From an optimization exercise on the open Yosys and OpenROAD flow, aimed at small area; shortcuts taken in it are not production practice.
Only simulation tests tie the RTL to the original design; equivalence was not proved.

[run.sh]
#!/bin/bash
# synth_recipe.tcl (not shown) runs the flow's synth.tcl, then flattens the netlist and writes it again
# the make line also repeats each setting of config.mk as NAME=value (left out here)
make -C /OpenROAD-flow-scripts/flow DESIGN_CONFIG=/design/flow/config.mk WORK_HOME=/design/flow/orfs CLKGATE_MAP_FILE= SYNTH_SCRIPT=/design/flow/synth_recipe.tcl finish
[config.mk]
export PLATFORM = sky130hd
export DESIGN_NAME = CPU_Top
export DESIGN_NICKNAME = CPU_Top
export VERILOG_FILES = /design/flow/design.v
export SDC_FILE = /design/flow/constraint.sdc
export NUM_CORES = 4
export LEC_CHECK = 0
export CAP_MARGIN = 20
export CORE_MARGIN = 2
export CORE_UTILIZATION = 25
export GPL_ROUTABILITY_DRIVEN = 1
export PLACE_DENSITY = 0.35
export SLEW_MARGIN = 20
[constraint.sdc]
create_clock -name core_clock -period 17.5 [get_ports {clk}]
set_input_delay 3.5000 -clock core_clock [delete_from_list [all_inputs] [get_ports {clk}]]
set_output_delay 3.5000 -clock core_clock [all_outputs]
set_load 0.01 [all_outputs]
[design.v]
module Cpu_Alu #(
    parameter DATA_WIDTH = 32
)(
    input [DATA_WIDTH-1:0] A, 
    input [DATA_WIDTH-1:0] B, 
    input [4:0] ALU_Sel, 
    output reg [DATA_WIDTH-1:0] ALU_Out, 
    output reg CarryOut, Zero, Overflow, Negative  
);
    always @(*) begin
        CarryOut = 0;
        Zero = 0;
        Overflow = 0;
        Negative = 0;
        case (ALU_Sel)
            5'b00000: {CarryOut, ALU_Out} = A + B;  
            5'b00001: {CarryOut, ALU_Out} = A - B;  
            5'b00010: ALU_Out = A & B;  
            5'b00011: ALU_Out = A | B;  
            5'b00100: ALU_Out = A ^ B;  
            5'b00101: ALU_Out = ~(A | B);  
            5'b00110: ALU_Out = ($signed(A) < $signed(B)) ? {DATA_WIDTH{1'b1}} : {DATA_WIDTH{1'b0}};  
            5'b00111: begin
                CarryOut = A[DATA_WIDTH-1];
                ALU_Out = A << 1;  
            end
            5'b01000: begin
                CarryOut = A[0];
                ALU_Out = A >> 1;  
            end
            5'b01001: ALU_Out = ~A;  
            5'b01010: ALU_Out = A + 1;  
            5'b01011: ALU_Out = A - 1;  
            5'b01100: begin
                CarryOut = A[DATA_WIDTH-1];
                ALU_Out = {A[DATA_WIDTH-2:0], A[DATA_WIDTH-1]};  
            end
            5'b01101: begin
                CarryOut = A[0];
                ALU_Out = {A[0], A[DATA_WIDTH-1:1]};  
            end
            5'b01110: ALU_Out = B;  
            5'b01111: ALU_Out = A;  
            default: ALU_Out = 32'b0;
        endcase
        Zero = (ALU_Out == 32'b0);
        Negative = ALU_Out[31];
        if (ALU_Sel == 5'b00000)
            Overflow = (A[DATA_WIDTH-1] == B[DATA_WIDTH-1]) && (ALU_Out[DATA_WIDTH-1] != A[DATA_WIDTH-1]);
        else if (ALU_Sel == 5'b00001)
            Overflow = (A[DATA_WIDTH-1] != B[DATA_WIDTH-1]) && (ALU_Out[DATA_WIDTH-1] != A[DATA_WIDTH-1]);
        else if (ALU_Sel == 5'b01010)
            Overflow = (A == {DATA_WIDTH{1'b1}} << (DATA_WIDTH-1));
        else if (ALU_Sel == 5'b01011)
            Overflow = (A == {DATA_WIDTH{1'b1}} << (DATA_WIDTH-1));
    end
endmodule
module Register_File #(
    parameter DATA_WIDTH = 32,
    parameter ADDR_WIDTH = 5 
)(
    input clk,
    input reset,  
    input write_en,
    input [ADDR_WIDTH-1:0] read_reg1, 
    input [ADDR_WIDTH-1:0] read_reg2,
    input [ADDR_WIDTH-1:0] write_reg,
    input [DATA_WIDTH-1:0] write_data,  
    output [DATA_WIDTH-1:0] read_data1,  
    output [DATA_WIDTH-1:0] read_data2  
);
    reg [DATA_WIDTH-1:0] registers [0:(1<<ADDR_WIDTH)-1];  
    assign read_data1 = registers[read_reg1];
    assign read_data2 = registers[read_reg2];
    always @(posedge clk or posedge reset) begin
        integer i;
        if (reset) begin
            for (i = 0; i < (1<<ADDR_WIDTH); i = i + 1) begin
                registers[i] <= {DATA_WIDTH{1'b0}};
            end
        end else if (write_en && write_reg != {ADDR_WIDTH{1'b0}}) begin
            registers[write_reg] <= write_data;
        end
    end
endmodule
module Instruction_Register #(
    parameter DATA_WIDTH = 32
)(  
    input clk,
    input reset,
    input load,
    input [DATA_WIDTH-1:0] data_in,
    output reg [DATA_WIDTH-1:0] instruction
);
    always @(posedge clk or posedge reset) begin
        if (reset) 
            instruction <= {DATA_WIDTH{1'b0}};  
        else if (load) 
            instruction <= data_in;  
    end
endmodule
module Program_Counter #(
    parameter DATA_WIDTH = 32
)(
    input clk,
    input reset,
    input increment,
    input load,
    input [DATA_WIDTH-1:0] pc_in,
    output reg [DATA_WIDTH-1:0] pc_out 
);
    always @(posedge clk or posedge reset) begin
        if (reset) 
            pc_out <= {DATA_WIDTH{1'b0}};  
        else if (load) 
            pc_out <= pc_in;  
        else if (increment) 
            pc_out <= pc_out + 4;  
    end
endmodule
module Memory_Address_Register #(
    parameter ADDR_WIDTH = 8
)(
    input clk,
    input reset,
    input load,
    input [ADDR_WIDTH-1:0] address_in,
    output reg [ADDR_WIDTH-1:0] address_out
);
    always @(posedge clk or posedge reset) begin
        if (reset)
            address_out <= {ADDR_WIDTH{1'b0}};
        else if (load)
            address_out <= address_in;
    end
endmodule
module Memory_Data_Register #(
    parameter DATA_WIDTH = 32
)(
    input wire clk,
    input wire reset,
    input wire [DATA_WIDTH-1:0] data_in,
    input wire write_enable,
    output reg [DATA_WIDTH-1:0] data_out
);
    always @(posedge clk or posedge reset) begin 
        if (reset) 
            data_out <= {DATA_WIDTH{1'b0}};
        else if (write_enable) 
            data_out <= data_in;
    end 
endmodule
module Control_Unit(
    input clk,
    input reset,
    input [31:0] instruction,
    input zero_flag,
    input negative_flag,
    output reg [4:0] AluControl,
    output reg AluSrc,  
    output reg MemtoReg,  
    output reg RegDst,  
    output reg RegWrite,  
    output reg MemRead,  
    output reg MemWrite,  
    output reg Jump,
    output reg Branch,  
    output reg branch_taken,  
    output reg [3:0] current_state 
);
    localparam FETCH= 4'b0000,
               DECODE= 4'b0001,
               EXECUTE= 4'b0010,
               MEMORY= 4'b0011,
               WRITEBACK= 4'b0100;
    reg [3:0] next_state;
    wire [4:0] opcode;
    assign opcode = instruction[31:27];
    always @(posedge clk or posedge reset) begin
        if (reset)
            current_state <= FETCH;
        else
            current_state <= next_state;
    end
    always @(*) begin 
        next_state = current_state;
        AluSrc   = 1'b0;
        MemtoReg = 1'b0;
        RegDst   = 1'b0;
        MemRead  = 1'b0;
        MemWrite = 1'b0;
        RegWrite = 1'b0;
        AluControl    = 5'b00000;
        Jump     = 1'b0;
        Branch   = 1'b0;
        branch_taken = 1'b0;
        case (current_state)
            FETCH: begin
                next_state = DECODE;
                AluSrc     = 1'b0;
                MemtoReg   = 1'b0;
                RegDst     = 1'b0;
                RegWrite   = 1'b0;
                MemRead    = 1'b1;
                MemWrite   = 1'b0;
            end
            DECODE: begin
                next_state = EXECUTE;
                AluSrc     = 1'b0;
                MemtoReg   = 1'b0;
                RegDst     = 1'b0;
                RegWrite   = 1'b0;
                MemRead    = 1'b0;
                MemWrite   = 1'b0;
            end
            EXECUTE: begin
                case (opcode)
                    5'b00000: begin  
                        next_state = WRITEBACK;
                        AluControl      = 5'b00000;
                        AluSrc     = 1'b0;
                        MemtoReg   = 1'b0;
                        RegDst     = 1'b1;
                        RegWrite   = 1'b1;
                        MemRead    = 1'b0;
                        MemWrite   = 1'b0;
                    end
                    5'b00001: begin  
                        next_state = WRITEBACK;
                        AluControl      = 5'b00001;
                        AluSrc     = 1'b0;
                        MemtoReg   = 1'b0;
                        RegDst     = 1'b1;
                        RegWrite   = 1'b1;
                        MemRead    = 1'b0;
                        MemWrite   = 1'b0;
                    end
                    5'b00010: begin  
                        next_state = WRITEBACK;
                        AluControl      = 5'b00010;
                        AluSrc     = 1'b0;
                        MemtoReg   = 1'b0;
                        RegDst     = 1'b1;
                        RegWrite   = 1'b1;
                        MemRead    = 1'b0;
                        MemWrite   = 1'b0;
                    end
                    5'b00011: begin  
                        next_state = WRITEBACK;
                        AluControl      = 5'b00011;
                        AluSrc     = 1'b0;
                        MemtoReg   = 1'b0;
                        RegDst     = 1'b1;
                        RegWrite   = 1'b1;
                        MemRead    = 1'b0;
                        MemWrite   = 1'b0;
                    end
                    5'b00100: begin  
                        next_state = WRITEBACK;
                        AluControl      = 5'b00100;
                        AluSrc     = 1'b0;
                        MemtoReg   = 1'b0;
                        RegDst     = 1'b1;
                        RegWrite   = 1'b1;
                        MemRead    = 1'b0;
                        MemWrite   = 1'b0;
                    end
                    5'b00101: begin  
                        next_state = WRITEBACK;
                        AluControl      = 5'b00101;
                        AluSrc     = 1'b0;
                        MemtoReg   = 1'b0;
                        RegDst     = 1'b1;
                        RegWrite   = 1'b1;
                        MemRead    = 1'b0;
                        MemWrite   = 1'b0;
                    end
                    5'b00110: begin  
                        next_state = WRITEBACK;
                        AluControl      = 5'b00110;
                        AluSrc     = 1'b0;
                        MemtoReg   = 1'b0;
                        RegDst     = 1'b1;
                        RegWrite   = 1'b1;
                        MemRead    = 1'b0;
                        MemWrite   = 1'b0;
                    end
                    5'b00111: begin  
                        next_state = WRITEBACK;
                        AluControl      = 5'b00111;
                        AluSrc     = 1'b0;
                        MemtoReg   = 1'b0;
                        RegDst     = 1'b1;
                        RegWrite   = 1'b1;
                        MemRead    = 1'b0;
                        MemWrite   = 1'b0;
                    end
                    5'b01000: begin  
                        next_state = WRITEBACK;
                        AluControl      = 5'b01000;
                        AluSrc     = 1'b0;
                        MemtoReg   = 1'b0;
                        RegDst     = 1'b1;
                        RegWrite   = 1'b1;
                        MemRead    = 1'b0;
                        MemWrite   = 1'b0;
                    end
                    5'b01001: begin  
                        next_state = WRITEBACK;
                        AluControl      = 5'b01001;
                        AluSrc     = 1'b0;
                        MemtoReg   = 1'b0;
                        RegDst     = 1'b1;
                        RegWrite   = 1'b1;
                        MemRead    = 1'b0;
                        MemWrite   = 1'b0;
                    end
                    5'b01010: begin  
                        next_state = WRITEBACK;
                        AluControl      = 5'b01010;
                        AluSrc     = 1'b0;
                        MemtoReg   = 1'b0;
                        RegDst     = 1'b1;
                        RegWrite   = 1'b1;
                        MemRead    = 1'b0;
                        MemWrite   = 1'b0;
                    end
                    5'b01011: begin  
                        next_state = WRITEBACK;
                        AluControl      = 5'b01011;
                        AluSrc     = 1'b0;
                        MemtoReg   = 1'b0;
                        RegDst     = 1'b1;
                        RegWrite   = 1'b1;
                        MemRead    = 1'b0;
                        MemWrite   = 1'b0;
                    end
                    5'b01100: begin  
                        next_state = WRITEBACK;
                        AluControl      = 5'b01100;
                        AluSrc     = 1'b0;
                        MemtoReg   = 1'b0;
                        RegDst     = 1'b1;
                        RegWrite   = 1'b1;
                        MemRead    = 1'b0;
                        MemWrite   = 1'b0;
                    end
                    5'b01101: begin  
                        next_state = WRITEBACK;
                        AluControl      = 5'b01101;
                        AluSrc     = 1'b0;
                        MemtoReg   = 1'b0;
                        RegDst     = 1'b1;
                        RegWrite   = 1'b1;
                        MemRead    = 1'b0;
                        MemWrite   = 1'b0;
                    end
                    5'b01110: begin  
                        next_state = WRITEBACK;
                        AluControl      = 5'b01110;
                        AluSrc     = 1'b0;
                        MemtoReg   = 1'b0;
                        RegDst     = 1'b1;
                        RegWrite   = 1'b1;
                        MemRead    = 1'b0;
                        MemWrite   = 1'b0;
                    end
                    5'b01111: begin  
                        next_state = WRITEBACK;
                        AluControl      = 5'b01111;
                        AluSrc     = 1'b0;
                        MemtoReg   = 1'b0;
                        RegDst     = 1'b1;
                        RegWrite   = 1'b1;
                        MemRead    = 1'b0;
                        MemWrite   = 1'b0;
                    end
                    5'b10000: begin  
                        next_state = MEMORY;
                        AluControl      = 5'b00000;  
                        AluSrc     = 1'b1;
                        MemtoReg   = 1'b1;
                        RegDst     = 1'b0;
                        RegWrite   = 1'b1;
                        MemRead    = 1'b1;
                        MemWrite   = 1'b0;
                    end
                    5'b10001: begin  
                        next_state = MEMORY;
                        AluControl      = 5'b00000;  
                        AluSrc     = 1'b1;
                        MemtoReg   = 1'b0;
                        RegDst     = 1'b0;
                        RegWrite   = 1'b0;
                        MemRead    = 1'b0;
                        MemWrite   = 1'b1;
                    end
                    5'b10010: begin  
                        next_state = FETCH;
                        Jump       = 1'b1;
                        AluSrc     = 1'b0;
                        MemtoReg   = 1'b0;
                        RegDst     = 1'b0;
                        RegWrite   = 1'b0;
                        MemRead    = 1'b0;
                        MemWrite   = 1'b0;
                    end
                    5'b10011: begin  
                        next_state = FETCH;
                        Branch     = 1'b1;
                        branch_taken = (zero_flag) ? 1'b1 : 1'b0;
                        AluSrc     = 1'b0;
                        MemtoReg   = 1'b0;
                        RegDst     = 1'b0;
                        RegWrite   = 1'b0;
                        MemRead    = 1'b0;
                        MemWrite   = 1'b0;
                    end
                    5'b10100: begin  
                        next_state = FETCH;
                        Branch=1'b1;
                        branch_taken = (!zero_flag) ? 1'b1 : 1'b0;
                        AluSrc     = 1'b0;
                        MemtoReg   = 1'b0;
                        RegDst     = 1'b0;
                        RegWrite   = 1'b0;
                        MemRead    = 1'b0;
                        MemWrite   = 1'b0;
                    end
                    5'b10101: begin  
                        next_state=FETCH;
                        Branch=1'b1;
                        branch_taken=(negative_flag)?1'b1:1'b0;
                        AluSrc=1'b0;
                        MemtoReg=1'b0;
                        RegDst=1'b0;
                        RegWrite=1'b0;
                        MemRead=1'b0;
                        MemWrite=1'b0;
                    end
                    5'b10110: begin  
                        next_state=FETCH;
                        Branch=1'b1;
                        branch_taken=(~negative_flag & ~zero_flag)?1'b1:1'b0;
                        AluSrc=1'b0;
                        MemtoReg=1'b0;
                        RegDst=1'b0;
                        RegWrite=1'b0;
                        MemRead=1'b0;
                        MemWrite=1'b0;
                    end
                    5'b10111: begin  
                        next_state=FETCH;
                        Branch=1'b1;
                        branch_taken=(~negative_flag)?1'b1:1'b0;
                        AluSrc=1'b0;
                        MemtoReg=1'b0;
                        RegDst=1'b0;
                        RegWrite=1'b0;
                        MemRead=1'b0;
                        MemWrite=1'b0;
                    end
                    5'b11000: begin  
                        next_state=FETCH;
                        Branch=1'b1;
                        branch_taken=(negative_flag | zero_flag)?1'b1:1'b0;
                        AluSrc=1'b0;
                        MemtoReg=1'b0;
                        RegDst=1'b0;
                        RegWrite=1'b0;
                        MemRead=1'b0;
                        MemWrite=1'b0;
                    end
                    default: begin  
                        next_state = FETCH;
                        AluSrc     = 1'b0;
                        MemtoReg   = 1'b0;
                        RegDst     = 1'b0;
                        RegWrite   = 1'b0;
                        MemRead    = 1'b0;
                        MemWrite   = 1'b0;
                    end
                endcase
            end
            MEMORY: begin
                case (opcode)
                    5'b10000: begin  
                        next_state = WRITEBACK;
                        AluSrc     = 1'b1;  
                        MemtoReg   = 1'b1;  
                        RegDst     = 1'b0;
                        RegWrite   = 1'b1;  
                        MemRead    = 1'b1;  
                        MemWrite   = 1'b0;
                    end
                    5'b10001: begin  
                        next_state = FETCH;
                        AluSrc     = 1'b1;  
                        MemtoReg   = 1'b0;
                        RegDst     = 1'b0;
                        RegWrite   = 1'b0;
                        MemRead    = 1'b0;
                        MemWrite   = 1'b1;  
                    end
                    default: begin
                        next_state = FETCH;
                        AluSrc     = 1'b0;
                        MemtoReg   = 1'b0;
                        RegDst     = 1'b0;
                        RegWrite   = 1'b0;
                        MemRead    = 1'b0;
                        MemWrite   = 1'b0;
                    end
                endcase
            end
            WRITEBACK: begin
                next_state = FETCH;
                case (opcode)
                    5'b10000: begin  
                        AluSrc   = 1'b1;
                        MemtoReg = 1'b1;
                        RegDst   = 1'b0;
                        RegWrite = 1'b1;
                    end
                    default:begin
                        AluSrc   = 1'b0;
                        MemtoReg = 1'b0;
                        RegDst   = 1'b0;
                        RegWrite = 1'b0;
                    end
                endcase
                MemRead  = 1'b0;
                MemWrite = 1'b0;
            end
        endcase
    end
endmodule
module CPU_Top #(
    parameter DATA_WIDTH = 32,
    parameter ADDR_WIDTH = 8
) (
    input clk,
    input reset, 
    input [DATA_WIDTH-1:0] instruction_data, 
    input [DATA_WIDTH-1:0] read_data, 
    output [ADDR_WIDTH-1:0] instruction_address, 
    output [ADDR_WIDTH-1:0] data_address, 
    output [DATA_WIDTH-1:0] write_data, 
    output write_enable 
);
wire [DATA_WIDTH-1:0] alu_A, alu_B, write_back, address_bus, pc_next, pc_current;
wire [DATA_WIDTH-1:0] jump_target, branch_target;
wire [DATA_WIDTH-1:0] reg_data1, reg_data2, mdr, ir, immediate;
wire [ADDR_WIDTH-1:0] mar;
wire [4:0] rs1_addr, rs2_addr, rd_addr;
wire ir_load, pc_inc, pc_load, mar_load, mdr_load;
wire [DATA_WIDTH-1:0] alu_result;
wire alu_carry, alu_zero, alu_overflow, alu_negative;
wire [4:0] AluControl;
wire AluSrc, MemtoReg, RegDst, RegWrite, MemRead, MemWrite, Jump, Branch, branch_taken;
wire [3:0] current_state;
Cpu_Alu #(.DATA_WIDTH(DATA_WIDTH)) alu (
    .A(alu_A),
    .B(alu_B),
    .ALU_Sel(AluControl),
    .ALU_Out(alu_result),
    .CarryOut(alu_carry),
    .Zero(alu_zero),
    .Overflow(alu_overflow),
    .Negative(alu_negative)
);
Register_File #(.DATA_WIDTH(DATA_WIDTH), .ADDR_WIDTH(5)) reg_file (
    .clk(clk),
    .reset(reset),
    .write_en(RegWrite),
    .read_reg1(rs1_addr),
    .read_reg2(rs2_addr),
    .write_reg(rd_addr),
    .write_data(write_back),
    .read_data1(reg_data1),
    .read_data2(reg_data2)
);
Instruction_Register #(.DATA_WIDTH(DATA_WIDTH)) ir_reg (
    .clk(clk),
    .reset(reset),
    .load(ir_load),
    .data_in(instruction_data),
    .instruction(ir)
);
Program_Counter #(.DATA_WIDTH(DATA_WIDTH)) pc_reg (
    .clk(clk),
    .reset(reset),
    .increment(pc_inc),
    .load(pc_load),
    .pc_in(pc_next),
    .pc_out(pc_current)
);
Memory_Address_Register #(.ADDR_WIDTH(ADDR_WIDTH)) mar_reg (
    .clk(clk),
    .reset(reset),
    .load(mar_load),
    .address_in(address_bus[ADDR_WIDTH-1:0]),
    .address_out(mar)
);
Memory_Data_Register #(.DATA_WIDTH(DATA_WIDTH)) mdr_reg (
    .clk(clk),
    .reset(reset),
    .data_in(read_data),
    .write_enable(mdr_load),
    .data_out(mdr)
);
Control_Unit cu (
    .clk(clk),
    .reset(reset),
    .instruction(ir),
    .zero_flag(alu_zero),
    .negative_flag(alu_negative),
    .AluControl(AluControl),
    .AluSrc(AluSrc),
    .MemtoReg(MemtoReg),
    .RegDst(RegDst),
    .RegWrite(RegWrite),
    .MemRead(MemRead),
    .MemWrite(MemWrite),
    .Jump(Jump),
    .Branch(Branch),
    .branch_taken(branch_taken),
    .current_state(current_state)
);
assign rd_addr = ir[26:22];    
assign rs1_addr = ir[21:17];  
assign rs2_addr = ir[16:12];  
assign immediate = {{20{ir[11]}}, ir[11:0]};  
assign jump_target = {pc_current[DATA_WIDTH-1:DATA_WIDTH-4], ir[25:0], 2'b00};  
assign branch_target = pc_current + 4 + (immediate << 2);  
assign alu_A = reg_data1; 
assign alu_B = AluSrc ? immediate : reg_data2; 
assign write_back = MemtoReg ? mdr : alu_result; 
assign address_bus = MemRead || MemWrite ? (reg_data1 + immediate) : pc_current; 
assign pc_next = Jump ? jump_target :
                 (Branch && branch_taken) ? branch_target :
                 pc_current + 4;
assign instruction_address=pc_current[9:2]; 
assign data_address=mar[7:0]; 
assign write_data=reg_data2; 
assign write_enable=MemWrite; 
assign ir_load = current_state == 4'b0000;  
assign pc_inc = current_state == 4'b0001;  
assign pc_load = Jump || (Branch && branch_taken);  
assign mar_load = MemRead || MemWrite;  
assign mdr_load = MemRead;  
endmodule
==> summary.md <==
| Metric | Value |
|---|---|
| Synth area leader | dfrtp_1 |
| Vias in the first global route | 63883 |
| Synth Area in XOR/XNOR | 1.10% |
| Largest net degree at the start of global routing | 167 |
| Final antenna-violating net count | 0 |
| Syn. warnings | 8 |
| Total track usage | 34.5% |
| Mapped Avg Cell Area | 8.53 sq um |
| Sequential cell area | 0.0277 sq mm |
| Reg2reg start | ir_reg.instruction[15]$_DFFE_PP0P_ |
| Synth area leaders | dfrtp_1 43%, o21ai_0 8.6%, nand2_1 7.2% |
| Vias per inst | 6.23 |
| R2R setup slack | 4.71 ns |
| WL final | 469 mm |
| First-pass GRT wire length | 620 mm |
| Die ar. | 0.264 sq mm |
| CP endpoint kind | flop |
| H-tree Lvls | 4 |
| CP max stage delay | 0.89 ns |
| DRC violation count after routing | 0 |
| Simple-Gate Fraction of Synth Area | 22.2% |
| IO Port Bufs | 114 |
| Post-synthesis register bit count | 1107 |
| Worst setup SP type | flop |
| Die height | 514 um |
| Routability cong. | 0.986 |
| Synth Area in Adders | 2.87% |
| DP HPWL | 319 mm |
| CTS tree | yes |
| Setup WS post-layout | 4.71 ns |
| Worst rel slew slack | 12.8% |
| Fin cells | 10996 |
| Top-count cell post-synth | nand2_1 |
| Place WS | 5.01 ns |
| Synth cell count leaders | 1246 x nand2_1, 1122 x o21ai_0, 1107 x dfrtp_1 |
| Slew @ Worst Pin | 1.30 ns |
| Starting density of the core | 25.1% |
| Min Clock Period, post-route | 12.79 ns |
| Hold Path Origin | reg_file.registers[0][6]$_DFFE_PP0P_ |
| Syn_nets | 7835 |
| Largest family of logic cells by synthesized area | simple AND/OR/NAND/NOR gates |
| RSZ-0062 raised after global routing | false |
| Dpl cells | 10704 |
| Fraction of registers with async set/reset | 100% |
| Cell row count | 187 |
| Critical setup path kind | flop to flop |
| Crit Path Max Fanout | 45 |
| Worst setup startpoint | ir_reg.instruction[15]$_DFFE_PP0P_ |
| Grt total ovfl | 0 |
| Status | timing/DRC/antenna clean |
| Synthesized instance count | 7622 |
| Vias after detailed routing | 68468 |
| Post-synth top area share | 42.6% |
| Post-Syn Area | 0.0651 sq mm |
| Setup bufs post-CTS | 0 |
| Worst-path clk slew | 0.06 ns |
| HP Class | flop to flop |
| Multi-input gate area | 0.0351 sq mm |
| Setup TNS | 0 ns |
| I/O pin count | 115 |
| Area Growth Syn to Fin | 16.7% |
| Endpoints failing setup | 0 |
| Crit path required time | 18.27 ns |
| Final slew viol count | 0 |
| Clock net sink count | 1107 |
| Clock Tree Buf Depth | 3 |
| Drt initial violations | 10062 |
| Avg WL per Cell | 42.6 um |
| Initial antenna violation count | 49 |
| Synth Area in Compound Gates | 22.1% |
| Fin crit share | 73.1% |
| Number of detailed-route iterations in the first pass | 9 |
| Die Width | 514 um |
| Num CTS Buffers | 146 |
| Peak Freq | 78.2 MHz |
| Unique masters post-synth | 96 |
| Post-synth EDFFs | 0 |
| Fin util | 29.3% |
| Max-Cap Viols | 0 |
| Slowest cell on the critical path | or3_1 |
| Final nets | 7665 |
| CP most frequent cell | a21oi_1 |
| Final hold violation count | 0 |
| Layout cells sized above 1 | 11.7% |
| Hold-fix buffers, CTS | 0 |
| Post-synthesis sequential area ratio | 42.6% |
| # fillers | 27619 |
| Clock root buffer | clkbuf_16 |
| Skew final | 0.0398 ns |
| CORE AREA | 0.259 sq mm |
| Worst skew pair latency | 0.86 ns |
| Synth Flop Type | dfrtp_1 |
| CP arrival | 13.56 ns |
| Mux cell area share after synthesis | 4.07% |
| PostCTS Resize Cnt | 0 |
per-layer routing:
layer / GRT usage [%] / wire length (um) / vias up
li1: - / - / 27621
met1: 44.9 / 190000 / 34746
met2: 50.5 / 196000 / 4749
met3: 8.51 / 45600 / 1330
met4: 22.9 / 36700 / 22
met5: 0 / 183 / -
final cells by class:
| cell class | instances | share of cell area [%] |
|---|---|---|
| antenna | 26 | 0.0857 |
| clock buffer | 216 | 5.62 |
| clock inverter | 48 | 0.850 |
| inverter | 111 | 0.554 |
| multi-input combinational | 5672 | 46.2 |
| sequential | 1107 | 36.5 |
| tap | 3402 | 5.60 |
| timing repair buffer | 414 | 4.60 |
logic make-up after synthesis:
| group | after synthesis |
|---|---|
| AO/OA/AOI/OAI | 2277 |
| multiplexers | 243 |
| buffers and inverters | 843 |
| flip-flops | 1107 |
| AND/OR/NAND/NOR | 2923 |
| adder cells (fa/ha/maj) | 147 |
| XOR/XNOR | 82 |
sequential cells by signal, indices dropped and copies added, names as in the netlist:
register and cells:
mar_reg.address_out 8, mdr_reg.data_out 32, pc_reg.pc_out 8, ir_reg.instruction 32, cu.current_state 3, reg_file.registers 1024
stage by stage:
| stage | hold slack, ns | area [sq um] |
|---|---|---|
| final | 0.383 | 75900 |
| after detailed placement | 0.366 | 70900 |
| after CTS | 0.377 | 75800 |
| after global routing | 0.399 | 75900 |
| after floorplan | 0.429 | 65100 |
| after global placement | 0.368 | 70900 |
cells in the final DEF (no fill, tap or decap), types with 49 or more instances in the layout:
cell and n:
a2111oi_0 114, a21oi_1 199, a221oi_1 64, a22oi_1 299, and3_1 376, buf_4 291, clkbuf_16 147, clkdlybuf4s50_1 114
dfrtp_1 1097, ha_1 143, inv_1 107, mux2_2 98, mux2i_1 133, nand2_1 1225, nand3_1 387, nand3b_1 53
nand4_1 161, nor2_1 178, nor2_2 49, nor3_1 84, nor4_1 50, o21ai_0 1114, xnor2_1 59
worst paths after layout:
path                                                         end  depth (start not counted)
max                                 pc_reg.pc_out[5]$_DFFE_PP0P_                         33
max reg2reg                         pc_reg.pc_out[5]$_DFFE_PP0P_                         33
min reg2reg                 reg_file.registers[0][6]$_DFFE_PP0P_                          0
min                         reg_file.registers[0][6]$_DFFE_PP0P_                          0
min in group asynchronous           pc_reg.pc_out[3]$_DFFE_PP0P_                          2
max in group asynchronous  reg_file.registers[2][23]$_DFFE_PP0P_                          6
worst max-delay path, delay by kind of cell (launching register included):
family	cells	cell delay, ns
xor gates and xnor gates	1	0.16
buffers and inverters	2	1.05
AOI/OAI and AO/OA	12	3.67
adders and majority gates	2	0.89
DFF	1	0.63
and+or+nand+nor	15	5.81
muxes	1	0.41

## afterwards: timing with drivers on the ports
The results above use ideal ports. As a check the final layout listed here was re-extracted and re-timed, cells and wires unchanged.
Step 1, drivers: a clkbuf_16 drives clk and a buf_2 each remaining input, both assumed.
Step 2 times the ports against the registers' clock, not the clock port: input delays grow and output delays shrink by t, the midpoint of the rising clock arrivals with the driver on.
Slacks: ideal / step 1 / step 2; pairs: ideal / step 1.
t, ns: 0.950
setup slack, ns: 4.711 / 4.711 / 4.711
worst register clock-pin slew, ns: 0.07 / 0.07
worst data-port slew with drivers (ns): 0.12
After both steps setup and hold are still met in this run. The setup slack of this run moves by 0.000 ns with the drivers and by 0.000 ns with both steps.
